This design comes from an exercise in tuning for small area, a short achievable clock period and few clock cycles on the open sky130 flow, not from production work.
In this exercise RTL edits were held to simulation tests only and were not proved equivalent to the original.
Power is estimated from default activity; no workload was simulated.

==> flow/design.v, too long to show whole: its modules and the start of the top module <==
// module lm32_adder: 43 lines
// module lm32_addsub: 21 lines
// module lm32_logic_op: 18 lines
// module lm32_shifter: 63 lines
// module lm32_multiplier: 55 lines
// module lm32_dp_ram: 28 lines
// module lm32_top_medium: 531 lines
// module lm32_pfx_add: 37 lines
// module lm32_mul_csa: 1672 lines
module lm32_top_medium (
    clk_i,
    rst_i,
    interrupt,
    I_DAT_I,
    I_ACK_I,
    I_ERR_I,
    I_RTY_I,
    D_DAT_I,
    D_ACK_I,
    D_ERR_I,
    D_RTY_I,
    I_DAT_O,
    I_ADR_O,
    I_CYC_O,
    I_SEL_O,
    I_STB_O,
    I_WE_O,
    I_CTI_O,
    I_LOCK_O,
    I_BTE_O,
    D_DAT_O,
    D_ADR_O,
    D_CYC_O,
    D_SEL_O,
    D_STB_O,
    D_WE_O,
    D_CTI_O,
    D_LOCK_O,
    D_BTE_O
    );
  // ...
==> flow/run.sh <==
#!/bin/bash
# synth_recipe.tcl (not shown) runs the flow's synth.tcl, then flattens the netlist and writes it again
# the make line also repeats each setting of config.mk as NAME=value (left out here)
make -C /OpenROAD-flow-scripts/flow DESIGN_CONFIG=/design/flow/config.mk WORK_HOME=/design/flow/orfs CLKGATE_MAP_FILE= SYNTH_SCRIPT=/design/flow/synth_recipe.tcl finish
==> flow/config.mk <==
export PLATFORM = sky130hd
export DESIGN_NAME = lm32_top_medium
export DESIGN_NICKNAME = lm32_top_medium
export VERILOG_FILES = /design/flow/design.v
export SDC_FILE = /design/flow/constraint.sdc
export NUM_CORES = 4
export LEC_CHECK = 0
export CAP_MARGIN = 20
export CELL_PAD_IN_SITES_DETAIL_PLACEMENT = 1
export CELL_PAD_IN_SITES_GLOBAL_PLACEMENT = 2
export CORE_MARGIN = 2
export CORE_UTILIZATION = 35
export CTS_BUF_LIST = sky130_fd_sc_hd__clkbuf_16
export CTS_CLUSTER_DIAMETER = 80
export CTS_CLUSTER_SIZE = 20
export SETUP_SLACK_MARGIN = 5
export SLEW_MARGIN = 20
==> flow/constraint.sdc <==
create_clock -name core_clock -period 10.0 [get_ports {clk_i}]
set_input_delay 2.0000 -clock core_clock [delete_from_list [all_inputs] [get_ports {clk_i}]]
set_output_delay 2.0000 -clock core_clock [all_outputs]
set_load 0.01 [all_outputs]
==> out/summary.txt, run 1 <==
status - no timing/DRC/antenna violations
sequential fraction of the synthesis area - 51.1%
die area - 0.262 mm²
Comb power - 9.42 mW
largest family of logic cells by synthesized area - compound AO/OA/AOI/OAI gates
number of flops mapped to enable cells by yosys - 1261
Yosys top cell by area - edfxtp_1
crit path cell chain - buf_6, buf_12, a22oi_1, nand4_1, or4_4, ha_1, inv_1, fa_2, nor2b_1, o21ai_1, a21boi_1, o311a_1, o311ai_2, buf_4, a31oi_4, buf_12, buf_4, a21oi_1, o21ai_0
Worst slew margin - 17.1%
Rows - 186
combinational share of power - 41.2%
Fillers - 27240
leak pwr - 35.2 nW
CP Launch Type - flop
Core Util, Final - 39.9%
R2R Path Start - ibuf_sa[8]$_SDFFCE_PP0P_
Sw Share - 40.2%
top-count cell post-synth - edfxtp_1
remaining global-route overflow - 0
crit path DAT - 5.48 ns
power per standard cell area - 223 mW/mm²
worst r2r path cells - 19
CTS Buffer Depth - 3
clock buf count - 123
synthesized area - 0.0901 mm²
worst setup path endpoint - dadr[20]$_DFFE_PP_
PnR worst setup slack - 5.03 ns
CP Class - flop to flop
gpl congestion - 0.968
Period Utilization, post-route - 49.7%
FF-to-FF End - dadr[20]$_DFFE_PP_
PnR Total Power - 22.8 mW
fraction of area in registers - 45.0%
mux cell area share after synthesis - 3.82%
DR top layer - met5
post_cts resized - 125
R2R Setup Slk - 5.03 ns
# hold bufs at CTS - 0
share of post-route cells with drive strength above 1 - 11.9%
hpwl dp - 347 mm
Post-Synth Simple-Gate Area - 8.93%
global-route met3 utilization - 7.92%
Tap Cells - 3384
met1 wire length - 197 mm
stages on the worst setup path - 19
Testbench counts, summed over its fixed seeds: cycles 149,204.
==> inputs of run 2 (changes only) <==
--- a/flow/config.mk
+++ b/flow/config.mk
@@ -11,7 +11,8 @@
 export CORE_MARGIN = 2
 export CORE_UTILIZATION = 35
 export CTS_BUF_LIST = sky130_fd_sc_hd__clkbuf_16
-export CTS_CLUSTER_DIAMETER = 80
-export CTS_CLUSTER_SIZE = 20
+export CTS_CLUSTER_DIAMETER = 90
+export CTS_CLUSTER_SIZE = 24
+export PLACE_DENSITY = 0.65
 export SETUP_SLACK_MARGIN = 5
 export SLEW_MARGIN = 20
==> out/summary.txt, run 2 <==
status - no timing/DRC/antenna violations (unchanged)
Initial Util - 35.1% (unchanged)
Die X - 511 µm (unchanged)
number of flops mapped to enable cells by yosys - 1261 (unchanged)
multi-input logic area - 0.0413 mm² (about the same)
# DRC - 0 (unchanged)
Seq. cell area - 0.0460 mm² (about the same)
CTS Sinks - 1668 (unchanged)
First DRT Iteration DRCs - 12729 (was 11289)
PnR Total Power - 21.2 mW (was 22.8 mW)
power per standard cell area - 209 mW/mm² (was 223 mW/mm²)
Final Skew - 0.113 ns (was 0.119 ns)
Net count, final - 8570 (was 8625)
Clock Pin Slew Worst Setup and Hold Paths - 0.09 ns (about the same)
Biggest register - rf (unchanged)
Syn Area/Cell - 11.3 µm² (unchanged)
remaining global-route overflow - 0 (unchanged)
post-synth cell types - 101 (unchanged)
CP Launch Type - flop (unchanged)
H-Tree Depth - 3 (unchanged)
Area growth, synth to finish - 12.7% (was 13.7%)
Port Buf Inserts - 202 (unchanged)
setup violators final - 0 (unchanged)
crit path max fanout - 21 (was 19)
Synth top area share - 42.0% (unchanged)
worst skew pair latency - 0.87 ns (was 0.91 ns)
Tot GR Track Use - 36.6% (was 38.7%)
die area - 0.262 mm² (unchanged)
DRT antenna net count - 0 (unchanged)
Vias - 78105 (was 78754)
commonest non-fill, non-tap cell in the layout - edfxtp_1 (unchanged)
Post-Route WL - 496 mm (was 523 mm)
largest net degree at the start of global routing - 84 (was 59)
Flop pwr share - 38.5% (was 35.7%)
RSZ-0062 raised after global routing - yes (unchanged)
first-pass GRT wire length - 664 mm (was 693 mm)
top-count cell post-synth - edfxtp_1 (unchanged)
R2R Setup Slk - 4.98 ns (was 5.03 ns)
critical path endpoint category - flop (unchanged)
Hold Path Class - flop to flop (unchanged)
vias per cell - 6.79 (was 6.80)
crit path DAT - 5.64 ns (was 5.48 ns)
num ports - 258 (unchanged)
# hold bufs at CTS - 0 (unchanged)
Chip Height - 511 µm (unchanged)
max-slew violation count - 0 (unchanged)
crit path cell chain - buf_4, buf_4, a22o_1, a221oi_1, nand3_1, or4_1, inv_1, ha_1, nand3_1, nor4_1, ha_1, nand2_1, o22ai_1, xor2_2 (was buf_6, buf_12, a22oi_1, nand4_1, or4_4, ha_1, inv_1, fa_2, nor2b_1, o21ai_1, a21boi_1, o311a_1, o311ai_2, buf_4, a31oi_4, buf_12, buf_4, a21oi_1, o21ai_0)
CTS Buf Count - 102 (was 121)
Worst slew margin - 18.6% (was 17.1%)
total core area - 0.256 mm² (unchanged)
Clock power frac - 22.9% (was 23.0%)
Worst VDD drop - 0.243 mV (was 0.419 mV)
Fmax - 0.199 GHz (was 0.201 GHz)
most instantiated cells after synthesis - edfxtp_1, a22oi_1, clkbuf_1, nand2_1, nor2_1 (unchanged)
combinational share of power - 38.6% (was 41.2%)
hpwl dp - 325 mm (was 347 mm)
sequential fraction of the synthesis area - 51.1% (unchanged)
leak pwr - 34.7 nW (was 35.2 nW)
vias in the first global route - 76603 (was 77358)
FFs w/ async S/R, synth - 0% (unchanged)
root buf cell - clkbuf_16 (unchanged)
Synth Warn # - 1 (unchanged)
endpoints failing hold - 0 (unchanged)
measured slew at the worst slew-check pin - 1.22 ns (was 1.24 ns)
Crit path largest cell delay - 0.83 ns (was 0.65 ns)
Power Internal - 13.0 mW (was 13.7 mW)
Yosys reg bits - 1668 (unchanged)
Area contributors post-synth - edfxtp_1, dfxtp_1, a22oi_1, fa_1, xnor2_1 (unchanged)
commonest non-fill, non-tap cells in the layout - edfxtp_1, a22oi_1, nand2_1 (unchanged)
routed len/inst - 43.1 µm (was 45.1 µm)
Fillers - 27411 (was 27240)
DRT Pass-1 Iters - 6 (was 8)
gpl congestion - 0.974 (was 0.968)
synthesized area - 0.0901 mm² (unchanged)
Req. time, crit path - 10.62 ns (was 10.51 ns)
Critical-path top delay cell - or4_1 (was or4_4)
Largest register FFs - 1024 (unchanged)
post-route insts no fill - 11509 (was 11588)
share of post-route cells with drive strength above 1 - 11.2% (was 11.9%)
initial antenna violation count - 34 (was 45)
Rows - 186 (unchanged)
Psw - 8.23 mW (was 9.18 mW)
total negative setup slack - 0 ns (unchanged)
Yosys top cell by area - edfxtp_1 (unchanged)
Placed Cells incl. Taps - 11289 (was 11301)
CTS tree - yes (unchanged)
Cells after Synth - 7941 (unchanged)
Synth Flop Type - edfxtp_1 (unchanged)
max-cap violation count - 0 (unchanged)
min cycle time layout - 5.02 ns (was 4.97 ns)
Period Utilization, post-route - 50.2% (was 49.7%)
Sw Share - 38.8% (was 40.2%)
CP Class - flop to flop (unchanged)
CTS Buffer Depth - 3 (unchanged)
==> run 2: cell families after synthesis <==
family	count (synthesis)	share of synthesized area [%]
AOI/OAI and AO/OA	2481	19.4
xor gates and xnor gates	489	4.75
adders and majority gates	419	7.58
buffers and inverters	996	4.44
DFF	1668	51.1
muxes	242	3.82
other	2	0.00833
and+or+nand+nor	1644	8.93
==> run 2: path summary, 6_finish.rpt <==
check / startpoint / to / cells after the start
max: ibuf_sa[21]$_SDFFCE_PN0P_ / dadr[25]$_DFFE_PP_ / 14
min: ibuf_pc[14]$_DFFE_PP_ / pc_e[14]$_DFF_P_ / 0
max reg2reg: ibuf_sa[21]$_SDFFCE_PN0P_ / dadr[25]$_DFFE_PP_ / 14
min reg2reg: ibuf_pc[14]$_DFFE_PP_ / pc_e[14]$_DFF_P_ / 0
==> run 2: cell type report <==
type                    count  share of cell area, %
well taps                3384                   4.17
clock buffers             104                   2.56
flip-flops and latches   1668                   45.3
diodes                     14                 0.0345
inverters                 388                   1.47
repair buffers            560                   4.92
clock inverters            64                  0.787
multi-input cells        5327                   40.7
==> run 2: per-layer routing <==
layer | vias to the layer above | routed length, µm | GRT usage (%)
li1 | 30639 | - | -
met1 | 40382 | 182000 | 45.8
met2 | 5562 | 219000 | 56.7
met3 | 1512 | 54200 | 8.35
met4 | 10 | 40900 | 24.2
met5 | - | 78 | 0
==> run 2: worst max-delay path: cells and delay by family, from the launching register on <==
kind / cells / cell delay [ns]
AOI/OAI and AO/OA: 3 / 0.70
DFF: 1 / 0.37
xor gates and xnor gates: 1 / 0.35
buffers and inverters: 3 / 0.88
adders and majority gates: 2 / 0.48
and+or+nand+nor: 5 / 1.99
==> run 2: repair_timing <==
action                                  in CTS  in global routing
cloned                                       1                  0
endpoints found under the setup margin     990                754
resized for setup                           87                107
setup buffers                               20                 16
pin swaps                                   10                 11
==> run 2: power groups by stage <==
stage               sequential, mW  combinational [mW]  clock, mW
floorplan                     8.15                5.03          0
global placement              8.31                7.82          0
detailed placement            8.31                7.91          0
CTS                           8.16                8.08       4.88
global route                  8.18                9.15       5.09
finish                        8.17                8.19       4.85
==> run 2: per-stage QoR <==
stage	area (µm²)	hold WS (ns)	worst slack (ns)	util (%)
after floorplan	90300	0.323	3.71	-
after global placement	97000	0.324	3.19	37.8
after detailed placement	97100	0.328	3.15	37.9
after CTS	101000	0.342	4.99	39.4
after global routing	102000	0.353	4.99	39.6
final	102000	0.342	4.98	39.6

afterwards: timing with drivers on the ports:
The flow's constraints put no driver on any port. The routed layouts listed below were extracted and timed again, unchanged, in two steps.
Step 1 sets driving cells, clkbuf_16 on the clock port and buf_2 on the other inputs (assumed; they add their load-dependent delay and slew).
Step 2 times the ports against the registers' clock, not the clock port: input delays grow and output delays shrink by t, the midpoint of the rising clock arrivals with the driver on.
a / b / c = ideal / step 1 / step 2; a / b = the first two.
run | t, ns | setup WS [ns] | worst register clock-pin slew, ns | worst data-port slew with drivers (ns) | cell pins on the clock port's net
run 1 | 0.955 | 5.029 / 5.011 / 4.056 | 0.09 / 0.09 | 0.38 | 1
run 2 | 0.917 | 4.983 / 4.973 / 4.056 | 0.11 / 0.11 | 0.31 | 1
After both steps setup and hold are still met in every run listed. The setup slack of run 1, which loses most, moves by -0.018 ns with the drivers and by -0.973 ns with both steps.
